Context: an optimization exercise on an open-source flow, tuned for small area and a short achievable clock period. The choices shown serve that exercise and are no tape-out recipe. In this exercise RTL edits were held to simulation tests only and were not proved equivalent to the original. No activity file was given, so power comes from the tool's default toggle rates.

==> flow/design.v (excerpt) <==
module pipelined(
    input  logic            i_clk,
    input  logic            i_reset,
    output logic [31:0]     o_pc_debug,
    output logic            o_ctrl,
    output logic            o_mispred,
    output logic            o_insn_vld,
    output logic [31:0]     o_io_ledr,
    output logic [31:0]     o_io_ledg,
    output logic [6:0]      o_io_hex0,
    output logic [6:0]      o_io_hex1,
    output logic [6:0]      o_io_hex2,
    output logic [6:0]      o_io_hex3,
    output logic [6:0]      o_io_hex4,
    output logic [6:0]      o_io_hex5,
    output logic [6:0]      o_io_hex6,
    output logic [6:0]      o_io_hex7,
    output logic [31:0]     o_io_lcd,
    input  logic [31:0]     i_io_sw,
    output logic [31:0]     o_imem_addr,
    output logic            o_imem_req,
    input  logic [31:0]     i_imem_rdata,
    output logic [31:0]     o_dmem_addr_a,
    output logic [31:0]     o_dmem_addr_b,
    output logic [31:0]     o_dmem_wdata_a,
    output logic [31:0]     o_dmem_wdata_b,
    output logic [3:0]      o_dmem_bmask_a,
    output logic [3:0]      o_dmem_bmask_b,
    output logic            o_dmem_wren_a,
    output logic            o_dmem_wren_b,
    input  logic [31:0]     i_dmem_rdata_a,
    input  logic [31:0]     i_dmem_rdata_b
);
==> flow/config.mk <==
export PLATFORM = sky130hd
export DESIGN_NAME = pipelined
export DESIGN_NICKNAME = pipelined
export VERILOG_FILES = /design/flow/design.v
export SDC_FILE = /design/flow/constraint.sdc
export NUM_CORES = 4
export LEC_CHECK = 0
export ABC_AREA = 1
export CAP_MARGIN = 35
export CORE_MARGIN = 2
export CORE_UTILIZATION = 55
export CTS_CLUSTER_DIAMETER = 80
export CTS_CLUSTER_SIZE = 30
export SLEW_MARGIN = 35
==> flow/constraint.sdc <==
create_clock -name core_clock -period 18.5 [get_ports {i_clk}]
set_input_delay 3.7000 -clock core_clock [delete_from_list [all_inputs] [get_ports {i_clk}]]
set_output_delay 3.7000 -clock core_clock [all_outputs]
set_load 0.01 [all_outputs]
standard.sh (not shown) runs the stock make flow with config.mk's settings and CLKGATE_MAP_FILE= SYNTH_SCRIPT=/design/flow/synth_recipe.tcl, a recipe that flattens the netlist after the stock synthesis.
==> flow/flow/run.sh <==
#!/bin/bash
# Layout: the standard flow (standard.sh, unchanged synthesis), with two
# layout knobs the flow settings do not reach:
#  - port buffers are sky130_fd_sc_hd__buf_2 (the default picks a delay cell);
set -euo pipefail
bash standard.sh SETUP_SLACK_MARGIN=11 "BUFFER_PORTS_ARGS=-buffer_cell sky130_fd_sc_hd__buf_2" finish > run_standard.log 2>&1
Change:
- CTS_CLUSTER_DIAMETER: 80 -> 60
- CTS_CLUSTER_SIZE: 30 -> 20
After rerunning: Register-to-register slack is about the same. Hold slack degrades by 5.8 ps. Final cell count is higher slightly. Fmax is higher slightly.
Change:
==> flow/flow/run.sh (replaced) <==
#!/bin/bash
# Layout: the standard flow (standard.sh, unchanged synthesis), with two
# layout knobs the flow settings do not reach:
#  - port buffers are sky130_fd_sc_hd__buf_1 (the default picks a delay cell);
set -euo pipefail
bash standard.sh SETUP_SLACK_MARGIN=11 "BUFFER_PORTS_ARGS=-buffer_cell sky130_fd_sc_hd__buf_1" finish > run_standard.log 2>&1
- CAP_MARGIN: 35 -> 30
- SLEW_MARGIN: 35 -> 30
Outcome: The new run completed without violations. Clock power grows by about 3%. Worst hold slack improves by 7.9 ps. Synthesized area is unchanged. Clock skew shrinks by 40 ps. Power shrinks by 0.31%. Combinational power shrinks by about 3%. Count of clock-buffer cells in the layout shrinks by 11. Setup slack improves by 230 ps. Wire length shrinks by about 1.2%. Maximum frequency grows by 3.1%. Via count shrinks by about 1.6%.
Change:
- CTS_CLUSTER_DIAMETER: 60 -> 80
- CTS_CLUSTER_SIZE: 20 -> 30
The changed run finished clean.
Global-route usage fell by 0.41 points.
Flip-flop and latch count is unchanged.
Worst setup slack gets better by 17 ps.
Cell count fell by 0.64%.
Final area fell by 1.4%.
Count of clock-buffer cells in the layout fell by 56.
Maximum frequency hardly moves.
Wire length fell by 0.58%.

==> static timing again, ports no longer ideal <==
Ports are ideal in the flow. The routed layouts listed here were re-timed in OpenROAD.
Step 1, drivers: a clkbuf_16 drives i_clk and a buf_2 each remaining input, both assumed.
Step 2 adds t to the input delays and takes it off the output delays; t is the mean of the earliest and latest rising clock arrival at the registers after step 1. Input paths then give back, and output paths get back, about the clock's delay inside the block.
a / b / c = ideal / step 1 / step 2; a / b = the first two.
run	t, ns	setup WS [ns]	pins driven straight from the clock port
the first run	0.920	10.775 / 10.667 / 10.359	1
the second run	0.908	10.811 / 10.714 / 10.356	1
the third run	0.964	11.042 / 10.949 / 10.199	1
the fourth run	0.886	11.059 / 10.982 / 10.162	1
After both steps setup and hold are still met in every run listed. For the fourth run, which loses most, drivers alone change the setup slack by -0.077 ns; drivers and shift together by -0.897 ns.
